Background: an optimization exercise with open tools, aiming at small area and a short achievable clock period. Do not read the settings as production practice. The RTL of this run was laid out without a check of its function.

==> flow/design.v <==
`timescale 1ns / 1ps
module fpmul_seq_pipeline(
    input clk,
    input rst_n,  
    input [31:0] A,
    input [31:0] B,
    output reg [31:0] O  
);
    reg [31:0] s0_result_comb;  
    reg [31:0] s1_result_reg;   
    wire a_sign, b_sign;
    wire [7:0] a_exponent, b_exponent;
    wire [22:0] a_fraction, b_fraction;
    assign a_sign = A[31];
    assign a_exponent = A[30:23];
    assign a_fraction = A[22:0];
    assign b_sign = B[31];
    assign b_exponent = B[30:23];
    assign b_fraction = B[22:0];
    wire [31:0] multiplier_out;
    gMultiplier M1 (
        .a(A),
        .b(B),
        .out(multiplier_out)
    );
    always @(*) begin
        if ((a_exponent == 8'hFF && a_fraction != 0) || (b_exponent == 8'hFF && b_fraction != 0)) begin
            s0_result_comb = 32'h7FC00000;  
        end else if (a_exponent == 8'hFF || b_exponent == 8'hFF) begin
            s0_result_comb = {(a_sign ^ b_sign), 8'hFF, 23'd0};
        end else if ((a_exponent == 0 && a_fraction == 0) || (b_exponent == 0 && b_fraction == 0)) begin
            s0_result_comb = {(a_sign ^ b_sign), 31'd0};
        end else begin
            s0_result_comb = multiplier_out;
        end
    end
    always @(posedge clk) begin
        if (!rst_n) begin
            s1_result_reg <= 32'd0;
        end else begin
            s1_result_reg <= s0_result_comb;
        end
    end
    always @(posedge clk) begin
        if (!rst_n) begin
            O <= 32'd0;
        end else begin
            O <= s1_result_reg;
        end
    end
endmodule
module gMultiplier(a, b, out);
    input  [31:0] a, b;
    output [31:0] out;
    wire [31:0] out;
    reg a_sign;
    reg [7:0] a_exponent;
    reg [23:0] a_mantissa;
    reg b_sign;
    reg [7:0] b_exponent;
    reg [23:0] b_mantissa;
    reg o_sign;
    reg [7:0] o_exponent;
    reg [24:0] o_mantissa;
    reg [47:0] product;
    assign out[31] = o_sign;
    assign out[30:23] = o_exponent;
    assign out[22:0] = o_mantissa[22:0];	 
    reg  [7:0] i_e;
    reg  [47:0] i_m;
    wire [7:0] o_e;
    wire [47:0] o_m;
    multiplication_normaliser norm1
    (
        .in_e(i_e),
        .in_m(i_m),
        .out_e(o_e),
        .out_m(o_m)
    );
    always @ ( * ) begin
        i_e = 8'd0;
        i_m = 48'd0;
        a_sign = a[31];
        if(a[30:23] == 0) begin
            a_exponent = 8'b00000001;
            a_mantissa = {1'b0, a[22:0]};
        end else begin
            a_exponent = a[30:23];
            a_mantissa = {1'b1, a[22:0]};
        end
        b_sign = b[31];
        if(b[30:23] == 0) begin
            b_exponent = 8'b00000001;
            b_mantissa = {1'b0, b[22:0]};
        end else begin
            b_exponent = b[30:23];
            b_mantissa = {1'b1, b[22:0]};
        end
        o_sign = a_sign ^ b_sign;
        o_exponent = a_exponent + b_exponent - 127;
        product = a_mantissa * b_mantissa;
        if(product[47] == 1) begin
            o_exponent = o_exponent + 1;
            product = product >> 1;
        end else if((product[46] != 1) && (o_exponent != 0)) begin
            i_e = o_exponent;
            i_m = product;
            o_exponent = o_e;
            product = o_m;
        end
        o_mantissa = product[47:23];
    end
endmodule
module multiplication_normaliser(in_e, in_m, out_e, out_m);
    input [7:0] in_e;
    input [47:0] in_m;
    output reg [7:0] out_e;
    output reg [47:0] out_m;
    always @ ( * ) begin
        if (in_m[46:41] == 6'b000001) begin
            out_e = in_e - 5;
            out_m = in_m << 5;
        end else if (in_m[46:42] == 5'b00001) begin
            out_e = in_e - 4;
            out_m = in_m << 4;
        end else if (in_m[46:43] == 4'b0001) begin
            out_e = in_e - 3;
            out_m = in_m << 3;
        end else if (in_m[46:44] == 3'b001) begin
            out_e = in_e - 2;
            out_m = in_m << 2;
        end else if (in_m[46:45] == 2'b01) begin
            out_e = in_e - 1;
            out_m = in_m << 1;
        end else begin
            out_e = in_e;
            out_m = in_m;
        end
    end
endmodule
`timescale 1ns / 1ps
module fpadd_seq(clk, rst_n, A, B, O);
  input [31:0] A, B;
  input clk;
  input rst_n;
  output reg [31:0] O;
  wire a_sign;
  wire b_sign;
  wire [7:0] a_exponent;
  wire [7:0] b_exponent; 
  wire [23:0] a_mantissa;  
  wire [23:0] b_mantissa;  
  reg o_sign;
  reg [7:0] o_exponent;
  reg [24:0] o_mantissa;   
  wire [31:0] adder_a_in;
  wire [31:0] adder_b_in;
  wire [31:0] adder_out;
  assign a_sign = A[31];
  assign a_exponent[7:0] = A[30:23];
  assign a_mantissa[23:0] = {1'b1, A[22:0]};
  assign b_sign = B[31];
  assign b_exponent[7:0] = B[30:23];
  assign b_mantissa[23:0] = {1'b1, B[22:0]};
  generalAdder gAdder (
    .a(adder_a_in),
    .b(adder_b_in),
    .out(adder_out)
  );
  assign adder_a_in = A;
  assign adder_b_in = B;
  always @ ( posedge clk ) begin
	if (rst_n == 1'b0) begin
		O <= 32'd0;
	end else begin
		if ((a_exponent == 255 && a_mantissa[22:0] != 0) || (b_exponent == 0) && (b_mantissa[22:0] == 0)) begin
			o_sign = a_sign;
			o_exponent = a_exponent;
			o_mantissa = a_mantissa;
			O <= {o_sign, o_exponent, o_mantissa[22:0]};
		end else if ((b_exponent == 255 && b_mantissa[22:0] != 0) || (a_exponent == 0) && (a_mantissa[22:0] == 0)) begin
			o_sign = b_sign;
			o_exponent = b_exponent;
			o_mantissa = b_mantissa;
			O <= {o_sign, o_exponent, o_mantissa[22:0]};
		end else if ((a_exponent == 255) || (b_exponent == 255)) begin
			o_sign = a_sign ^ b_sign;
			o_exponent = 255;
			o_mantissa = 0;
			O <= {o_sign, o_exponent, o_mantissa[22:0]};
		end else begin  
			o_sign = adder_out[31];
			o_exponent = adder_out[30:23];
			o_mantissa = adder_out[22:0];
			O <= {o_sign, o_exponent, o_mantissa[22:0]};
		end
	end
  end  
endmodule
module generalAdder(a, b, out);
  input [31:0] a, b;
  output [31:0] out;   
  wire [31:0] out;
  reg a_sign;
  reg b_sign;
  reg [7:0] a_exponent;
  reg [7:0] b_exponent;
  reg [23:0] a_mantissa;
  reg [23:0] b_mantissa;   
  reg o_sign;
  reg [7:0] o_exponent;
  reg [24:0] o_mantissa; 
  reg [7:0] diff;
  reg [23:0] tmp_mantissa;
  reg [7:0] i_e;
  reg [24:0] i_m;
  wire [7:0] o_e;
  wire [24:0] o_m;
  addition_normaliser norm1(
    .in_e(i_e),
    .in_m(i_m),
    .out_e(o_e),
    .out_m(o_m)
  );
  assign out[31] = o_sign;
  assign out[30:23] = o_exponent;
  assign out[22:0] = o_mantissa[22:0];
  always @ (*) begin
	  diff = 8'd0;
	  tmp_mantissa = 24'd0;
	  i_e = 8'd0;
	  i_m = 25'd0;
	  o_sign = 1'b0;
	  o_exponent = 8'd0;
	  o_mantissa = 25'd0;
	  a_sign = a[31];
	  if(a[30:23] == 0) begin
		  a_exponent = 8'b00000001;
		  a_mantissa = {1'b0, a[22:0]};
	  end else begin
		  a_exponent = a[30:23];
		  a_mantissa = {1'b1, a[22:0]};
	  end
	  b_sign = b[31];
	  if(b[30:23] == 0) begin
		  b_exponent = 8'b00000001;
		  b_mantissa = {1'b0, b[22:0]};
	  end else begin
		  b_exponent = b[30:23];
		  b_mantissa = {1'b1, b[22:0]};
	  end
    if (a_exponent == b_exponent) begin  
      	o_exponent = a_exponent;
      	if (a_sign == b_sign) begin  
        	o_mantissa = a_mantissa + b_mantissa;
        	o_mantissa[24] = 1;
        	o_sign = a_sign;
      	end else begin  
        	if(a_mantissa > b_mantissa) begin
          	o_mantissa = a_mantissa - b_mantissa;
          	o_sign = a_sign;
        	end else begin
       		  o_mantissa = b_mantissa - a_mantissa;
     		    o_sign = b_sign;
        	end
      	end
    end else begin  
      	if (a_exponent > b_exponent) begin  
        	o_exponent = a_exponent;
        	o_sign = a_sign;
			    diff = a_exponent - b_exponent;
        	tmp_mantissa = b_mantissa >> diff;
        	if (a_sign == b_sign)
          		o_mantissa = a_mantissa + tmp_mantissa;
        	else
          		o_mantissa = a_mantissa - tmp_mantissa;
     		end else if (a_exponent < b_exponent) begin  
     		  o_exponent = b_exponent;
     		  o_sign = b_sign;
       		diff = b_exponent - a_exponent;
       		tmp_mantissa = a_mantissa >> diff;
        	if (a_sign == b_sign)
          		o_mantissa = b_mantissa + tmp_mantissa;
     		  else
				      o_mantissa = b_mantissa - tmp_mantissa;
      	end
    end
    if(o_mantissa[24] == 1) begin
      	o_exponent = o_exponent + 1;
      	o_mantissa = o_mantissa >> 1;
    end else if((o_mantissa[23] != 1) && (o_exponent != 0)) begin
      	i_e = o_exponent;
      	i_m = o_mantissa;
      	o_exponent = o_e;
      	o_mantissa = o_m;
    end
  end
endmodule 
module addition_normaliser(in_e, in_m, out_e, out_m);
  input [7:0] in_e;
  input [24:0] in_m;
  output [7:0] out_e;
  output [24:0] out_m;
  wire [7:0] in_e;
  wire [24:0] in_m;
  reg [7:0] out_e;
  reg [24:0] out_m;
  always @ ( * ) begin
    out_e = in_e;
    out_m = in_m;
    if (in_m[23:3] == 21'b000000000000000000001) begin
	  out_e = in_e - 20;
	  out_m = in_m << 20;
	end else if (in_m[23:4] == 20'b00000000000000000001) begin
	  out_e = in_e - 19;
	  out_m = in_m << 19;
	end else if (in_m[23:5] == 19'b0000000000000000001) begin
	  out_e = in_e - 18;
	  out_m = in_m << 18;
	end else if (in_m[23:6] == 18'b000000000000000001) begin
	  out_e = in_e - 17;
	  out_m = in_m << 17;
	end else if (in_m[23:7] == 17'b00000000000000001) begin
	  out_e = in_e - 16;
	  out_m = in_m << 16;
	end else if (in_m[23:8] == 16'b0000000000000001) begin
	  out_e = in_e - 15;
	  out_m = in_m << 15;
	end else if (in_m[23:9] == 15'b000000000000001) begin
	  out_e = in_e - 14;
	  out_m = in_m << 14;
	end else if (in_m[23:10] == 14'b00000000000001) begin
	  out_e = in_e - 13;
	  out_m = in_m << 13;
	end else if (in_m[23:11] == 13'b0000000000001) begin
	  out_e = in_e - 12;
	  out_m = in_m << 12;
	end else if (in_m[23:12] == 12'b000000000001) begin
	  out_e = in_e - 11;
	  out_m = in_m << 11;
	end else if (in_m[23:13] == 11'b00000000001) begin
	  out_e = in_e - 10;
      out_m = in_m << 10;
	end else if (in_m[23:14] == 10'b0000000001) begin
	  out_e = in_e - 9;
	  out_m = in_m << 9;
	end else if (in_m[23:15] == 9'b000000001) begin
	  out_e = in_e - 8;
	  out_m = in_m << 8;
	end else if (in_m[23:16] == 8'b00000001) begin
	  out_e = in_e - 7;
	  out_m = in_m << 7;
	end else if (in_m[23:17] == 7'b0000001) begin
	  out_e = in_e - 6;
      out_m = in_m << 6;
	end else if (in_m[23:18] == 6'b000001) begin
	  out_e = in_e - 5;
	  out_m = in_m << 5;
	end else if (in_m[23:19] == 5'b00001) begin
	  out_e = in_e - 4;
	  out_m = in_m << 4;
	end else if (in_m[23:20] == 4'b0001) begin
	  out_e = in_e - 3;
	  out_m = in_m << 3;
	end else if (in_m[23:21] == 3'b001) begin
	  out_e = in_e - 2;
	  out_m = in_m << 2;
	end else if (in_m[23:22] == 2'b01) begin
	  out_e = in_e - 1;
	  out_m = in_m << 1;
	end
  end
endmodule
`timescale 1ns / 1ps
module PE_core#(
    parameter ARRAY_SIZE = 32,
    parameter SRAM_DATA_WIDTH = 1024,
    parameter DATA_WIDTH = 32,
    parameter K_ACCUM_DEPTH = 64,
    parameter OUTCOME_WIDTH = 32,
    parameter MAC_LATENCY = 4
)
(
    input clk,
    input srstn,  
    input alu_start,
    input [8:0] cycle_num,
    input [SRAM_DATA_WIDTH-1:0] sram_rdata_w,
    input [DATA_WIDTH-1:0] sram_rdata_v,
    output [(ARRAY_SIZE * OUTCOME_WIDTH) - 1:0] mul_outcome
);
    reg [DATA_WIDTH-1:0] weight_queue [0:ARRAY_SIZE-1];
    reg [DATA_WIDTH-1:0] vec_reg;
    integer i;
    always @(posedge clk) begin
        if (~srstn) begin
            for (i = 0; i < ARRAY_SIZE; i = i + 1) begin
                weight_queue[i] <= 32'b0;
            end
            vec_reg <= 32'b0;
        end else if (alu_start) begin
            for (i = 0; i < ARRAY_SIZE; i = i + 1) begin
                weight_queue[i] <= sram_rdata_w[i*DATA_WIDTH +: DATA_WIDTH];
            end
            vec_reg <= sram_rdata_v;
        end
    end
    reg rst_acc_pulse;
    always @(posedge clk) begin
        if (~srstn) begin
            rst_acc_pulse <= 1'b0;
        end else begin
            rst_acc_pulse <= (cycle_num == 0);
        end
    end
    wire [OUTCOME_WIDTH-1:0] mac_results_wire [0:ARRAY_SIZE-1];
    genvar gi;
    generate
        for (gi = 0; gi < ARRAY_SIZE; gi = gi + 1) begin: MAC_PIPE_INST
            fp_mac_pipelined_acc u_fp_mac_acc (
                .clk(clk),
                .rstn(srstn),
                .en(alu_start),
                .rst_acc(rst_acc_pulse),
                .a(weight_queue[gi]),
                .b(vec_reg),
                .result(mac_results_wire[gi])
            );
        end
    endgenerate
    reg [(ARRAY_SIZE * OUTCOME_WIDTH) - 1:0] mul_outcome_reg;
    always @(posedge clk) begin
        if (~srstn) begin
            mul_outcome_reg <= 0;
        end else if (cycle_num == K_ACCUM_DEPTH + MAC_LATENCY) begin
            for(i=0; i<ARRAY_SIZE; i=i+1) begin
                mul_outcome_reg[((ARRAY_SIZE-i) * OUTCOME_WIDTH) - 1 -: OUTCOME_WIDTH] <= mac_results_wire[i];
            end
        end
    end
    assign mul_outcome = mul_outcome_reg;
endmodule
module fp_mac_pipelined_acc (
    input clk,
    input rstn,       
    input en,         
    input rst_acc,    
    input [31:0] a,
    input [31:0] b,
    output [31:0] result
);
    wire [31:0] mul_out_wire;
    wire [31:0] add_out_wire;
    reg [31:0] acc_reg;
    fpmul_seq_pipeline u_multiplier (
        .clk(clk),
        .rst_n(rstn),  
        .A(a),
        .B(b),
        .O(mul_out_wire)
    );
    fpadd_seq u_adder (
        .clk(clk),
        .rst_n(rstn),
        .A(mul_out_wire),  
        .B(acc_reg),       
        .O(add_out_wire)   
    );
    always @(posedge clk) begin
        if (!rstn) begin
            acc_reg <= 32'b0;
        end else if (rst_acc) begin
            acc_reg <= 32'b0;
        end else if (en) begin
            acc_reg <= add_out_wire;
        end
    end
    assign result = acc_reg;
endmodule
module write_out#(
    parameter ARRAY_SIZE = 32,
    parameter DATA_WIDTH = 32,  
    parameter K_ACCUM_DEPTH = 64,
    parameter MAC_LATENCY = 4
)
(
    input clk,
    input srstn,
    input sram_write_enable,  
    input [8:0] cycle_num,    
    input [(ARRAY_SIZE*DATA_WIDTH)-1:0] parallel_data_in, 
    output reg sram_we,
    output reg [(ARRAY_SIZE*DATA_WIDTH)-1:0] sram_wdata,
    output reg [$clog2(ARRAY_SIZE)-1:0] sram_waddr
);
    always @(posedge clk or negedge srstn) begin
        if (~srstn) begin
            sram_we    <= 1'b0;
            sram_wdata <= 0;
            sram_waddr <= 0;
        end else begin
            sram_we <= 1'b0;
            if (sram_write_enable && (cycle_num == K_ACCUM_DEPTH + MAC_LATENCY + 1)) begin
                sram_we <= 1'b1;
                sram_waddr <=  0;
                sram_wdata <= parallel_data_in;
            end
        end
    end
endmodule
`timescale 1ns / 1ps
module mac_array #(
    parameter ARRAY_SIZE      = 4,
    parameter DATA_WIDTH      = 32,            
    parameter SRAM_DATA_WIDTH = ARRAY_SIZE*DATA_WIDTH,
    parameter K_ACCUM_DEPTH   = 64,            
    parameter OUTCOME_WIDTH   = 32,            
    parameter SRAM_W_DEPTH    = K_ACCUM_DEPTH, 
    parameter SRAM_V_DEPTH    = K_ACCUM_DEPTH,  
    parameter MAC_LATENCY = 4
)
(
    input  clk,
    input  srstn,
    input  start_processing,  
    output processing_done,
    output reg [$clog2(SRAM_W_DEPTH)-1:0] sram_w_addr,
    output reg [$clog2(SRAM_V_DEPTH)-1:0] sram_v_addr,
    input  [SRAM_DATA_WIDTH-1:0] sram_rdata_w,
    input  [DATA_WIDTH-1:0]      sram_rdata_v,
    output result_we,
    output [(ARRAY_SIZE * OUTCOME_WIDTH) - 1:0] result_data
);
    reg         alu_start_reg;
    reg  [8:0]  cycle_num_reg;
    wire [(ARRAY_SIZE * OUTCOME_WIDTH) - 1:0] final_result_wire;
    wire [$clog2(ARRAY_SIZE)-1:0] sram_waddr_wire;
    PE_core #(
        .ARRAY_SIZE(ARRAY_SIZE),
        .SRAM_DATA_WIDTH(SRAM_DATA_WIDTH),
        .DATA_WIDTH(DATA_WIDTH),
        .K_ACCUM_DEPTH(K_ACCUM_DEPTH),
        .OUTCOME_WIDTH(OUTCOME_WIDTH),
        .MAC_LATENCY(MAC_LATENCY)
    ) PE_core_inst (
        .clk(clk),
        .srstn(srstn),
        .alu_start(alu_start_reg),
        .cycle_num(cycle_num_reg),
        .sram_rdata_w(sram_rdata_w),
        .sram_rdata_v(sram_rdata_v),
        .mul_outcome(final_result_wire)
    );
    write_out #(
        .ARRAY_SIZE(ARRAY_SIZE),
        .DATA_WIDTH(DATA_WIDTH),
        .K_ACCUM_DEPTH(K_ACCUM_DEPTH),
        .MAC_LATENCY(MAC_LATENCY)
    ) write_out_inst (
        .clk(clk),
        .srstn(srstn),
        .sram_write_enable(alu_start_reg),
        .cycle_num(cycle_num_reg),
        .parallel_data_in(final_result_wire),
        .sram_we(result_we),
        .sram_wdata(result_data),
        .sram_waddr(sram_waddr_wire)
    );
    localparam ACCUM_DONE_CYCLE = K_ACCUM_DEPTH;
    localparam WRITE_DONE_CYCLE = K_ACCUM_DEPTH + MAC_LATENCY + 2;
    assign processing_done = (cycle_num_reg == WRITE_DONE_CYCLE);
    always @(posedge clk or negedge srstn) begin
        if (!srstn) begin
            cycle_num_reg <= 0;
            alu_start_reg <= 0;
            sram_w_addr   <= 0;
            sram_v_addr   <= 0;
        end else begin
            if (start_processing && cycle_num_reg == 0) begin
                alu_start_reg <= 1'b1;
                cycle_num_reg <= cycle_num_reg + 1;
                sram_w_addr   <= sram_w_addr + 1;
                sram_v_addr   <= sram_v_addr + 1;
            end else if (alu_start_reg) begin
                if (cycle_num_reg == WRITE_DONE_CYCLE) begin
                    alu_start_reg <= 1'b0;
                    cycle_num_reg <= 0;
                end else if (cycle_num_reg < ACCUM_DONE_CYCLE) begin
                    cycle_num_reg <= cycle_num_reg + 1;
                    sram_w_addr   <= sram_w_addr + 1;
                    sram_v_addr   <= sram_v_addr + 1;
                end else begin
                    cycle_num_reg <= cycle_num_reg + 1;
                end
            end
        end
    end
endmodule
==> flow/run.sh <==
#!/bin/bash
# synth_recipe.tcl (not shown) runs the flow's synth.tcl, then flattens the netlist and writes it again
# the make line also repeats each setting of config.mk as NAME=value (left out here)
make -C /OpenROAD-flow-scripts/flow DESIGN_CONFIG=/design/flow/config.mk WORK_HOME=/design/flow/orfs CLKGATE_MAP_FILE= SYNTH_SCRIPT=/design/flow/synth_recipe.tcl finish
==> flow/config.mk <==
export PLATFORM = sky130hd
export DESIGN_NAME = mac_array
export DESIGN_NICKNAME = mac_array
export VERILOG_FILES = /design/flow/design.v
export SDC_FILE = /design/flow/constraint.sdc
export NUM_CORES = 4
export LEC_CHECK = 0
export CAP_MARGIN = 20
export CORE_MARGIN = 2
export CORE_UTILIZATION = 40
export SLEW_MARGIN = 20
==> flow/constraint.sdc <==
create_clock -name core_clock -period 15.0 [get_ports {clk}]
set_input_delay 3.0000 -clock core_clock [delete_from_list [all_inputs] [get_ports {clk}]]
set_output_delay 3.0000 -clock core_clock [all_outputs]
set_load 0.01 [all_outputs]
==> run summary <==
## layer usage
metal	routed length (um)	GRT usage [%]
met1	370000	48.7
met2	372000	52.6
met3	108000	10.0
met4	53900	17.6
met5	235	0
## how the worst max path moves through the flow
stage                     from  endpoint  depth (start not counted)
final                     flop      flop                         49
after global routing      flop      flop                         49
after CTS                 flop      flop                         49
after detailed placement  flop      flop                         49
after global placement    flop      flop                         49
after floorplan           flop      flop                         54
## final cells by class
cell class | instances | area, um^2 | area share [%]
multi-input combinational | 19639 | 156000 | 75.1
tap | 6400 | 8010 | 3.86
clock inverter | 68 | 830 | 0.400
timing repair buffer | 1167 | 9540 | 4.60
antenna | 35 | 87.6 | 0.0423
clock buffer | 161 | 3550 | 1.71
sequential | 952 | 19900 | 9.61
inverter | 2591 | 9730 | 4.70
## per-stage QoR
step                      instance area, um^2
after global routing                   207000
final                                  207000
after global placement                 203000
after CTS                              207000
after floorplan                        192000
after detailed placement               203000
## placed cells by master, fill, tap and decap left out, drive strengths merged, types with 157 or more instances in the layout
master,Yosys,final
a31oi,276,276
nor2,1661,1661
nand2,3415,3415
ha,1390,1390
inv,2583,2605
a21oi,1581,1581
nand3,511,511
a21o,296,296
dfxtp,801,801
buf,301,863
o22ai,236,236
nand4,233,233
nor3,481,481
clkbuf,1589,162
fa,1956,1956
o21ai,1262,1262
a211oi,339,339
o211ai,298,298
o221ai,157,157
mux2i,628,628
xor2,215,215
clkdlybuf4s50,0,303
mux2,213,213
a221oi,217,217
xnor2,583,583
and2,980,980
o31ai,166,166
nor4,243,243
## cells by family (layout without fill, tap and decap cells)
| group | Yosys count | after routing | synth area share, % |
|---|---|---|---|
| DFF | 952 | 952 | 10.3 |
| buffers and inverters | 4481 | 3987 | 8.98 |
| and+or+nand+nor | 8397 | 8397 | 20.6 |
| muxes | 915 | 915 | 5.41 |
| other | 0 | 35 | 0 |
| adders and majority gates | 3346 | 3346 | 29.5 |
| xor gates and xnor gates | 798 | 798 | 3.71 |
| AOI/OAI and AO/OA | 6183 | 6183 | 21.4 |
## worst register-to-register path, delay by kind of cell, from the launching register on
family                     cells  cell delay, ns
and+or+nand+nor               19            4.78
AOI/OAI and AO/OA             14            3.85
xor gates and xnor gates       2            0.84
DFF                            1            0.37
adders and majority gates      4            1.16
muxes                          2            1.12
buffers and inverters          8            1.39
==> results.cfg <==
[outcome]
outcome = timing/DRC/antenna clean

[placed_design]
hpwl_um = 676000
dp_cells = 30747
portBuffers = 304
dp_slack_ns = 1.76
gp_congestion = 1.06

[detailed_routing]
routedWlPerCell_um = 29.2
ant_nets = 0
vias = 197223
dr.pass1.iters = 10
via_per_inst = 6.36
drc = 0
drt-initial-drc-count = 25154
wirelength_um = 904000

[clock_tree]
cts_setup_buffers = 0
cts_tree = built
htree_levels = 3
cts_root_buffer = clkbuf_16
clk_latency_ns = 1.00
clock_path_buffers = 4
cts_resized = 0
numCtsBuffers = 124
clock-sinks = 952
holdBufCountCts = 0
clkTransAtPathRegs_ns = 0.07

[synth]
synth_top_area_share_pct = 20.4
synth_edf_count = 0
syn_inst = 25072
synth.distinct_cells = 141
ys_seq_area_share_pct = 10.3
synth_top_cells_by_area = fa_1, ha_1, dfxtp_1
postSynthAreaPerCell_um2 = 7.65
yosys.area.top_type = fa_1
yosys_register_bits = 952
synth_most_common_cell = nand2_1
synthTopCellsByCount = nand2_1, inv_1, fa_1
ys_warn_count = 12
syn_area_um2 = 192000
synth.net_count = 28581
synthArstFlopShare_pct = 15.9
ys.flop_type = dfxtp_1

[floorplanning]
io_pins = 305
die-area_um2 = 485000
placementRows = 254
chipHeight_um = 696
core_area_um2 = 478000
start_util_pct = 40.1
fp.dieW_um = 696

[final_layout]
post_route_cells_drive_above_1_share_pct = 7.47
syn2layout_area_growth_pct = 8.06
utilization_pct = 43.4
layout.nets = 27984
final_cells = 31013
fillCellCount = 48977

[timing]
period_needed_ns = 13.63
rsz0062_at_grt = no
setup_ws_ns = 1.37
finClkSkew_ns = 0.158
setup_viol = 0
worst-slew-pin-transition_ns = 1.33
whs_ns = 0.369
fmax_ghz = 0.0734
final_hold_viol_count = 0
finalMaxSlewViolations = 0
fin_crit_sh_pct = 90.8
slew-limit-headroom_pct = 10.9
fin_tns_setup_ns = 0

[setup_path]
cp_slowest_stage_delay_ns = 0.69
critPathKind = reg -> reg
end_kind = flop
r2r_slack_ns = 1.37
critical_path_buf_inv_count = 8
cp.arrival_ns = 14.46
slowest_stage = xor2_2
required_ns = 15.83
critPathTopFamily = simple AND/OR/NAND/NOR gates
ff2ff_path_depth = 49
crit_top_cell = inv_1
crit_fanout = 17
startpoint_type = flop

[global_routing]
grtUsageTotal_pct = 36.0
grt_pass1_wl_um = 1320000
antenna_found_initial = 45
grt_pass1_vias = 190472
grt_max_degree = 98
overflow = 0

[worst_hold_path]
hold_depth = 1
hold_path_class = reg -> reg

[run]
maxCapViolations = 0

[what the ideal ports hide]
In the flow no input, the clock included, has a driving cell. The finished layout below was timed again as built, in two steps.
Step 1: set_driving_cell puts a clkbuf_16 on clk and a buf_2 on each other input, an assumption about the parent block.
Step 2 times the ports against the registers' clock, not the clock port: input delays grow and output delays shrink by t, the midpoint of the rising clock arrivals with the driver on.
Three values: no drivers, after step 1, after step 2; two values: the first two.
shift t [ns]: 1.045
setup WS [ns]: 1.373 / 1.373 / 1.373
latest minus earliest clock arrival (ns): 0.178 / 0.178
pins driven straight from the clock port: 1
After both steps setup and hold are still met in this run. The setup slack of this run moves by 0.000 ns with the drivers and by 0.000 ns with both steps.
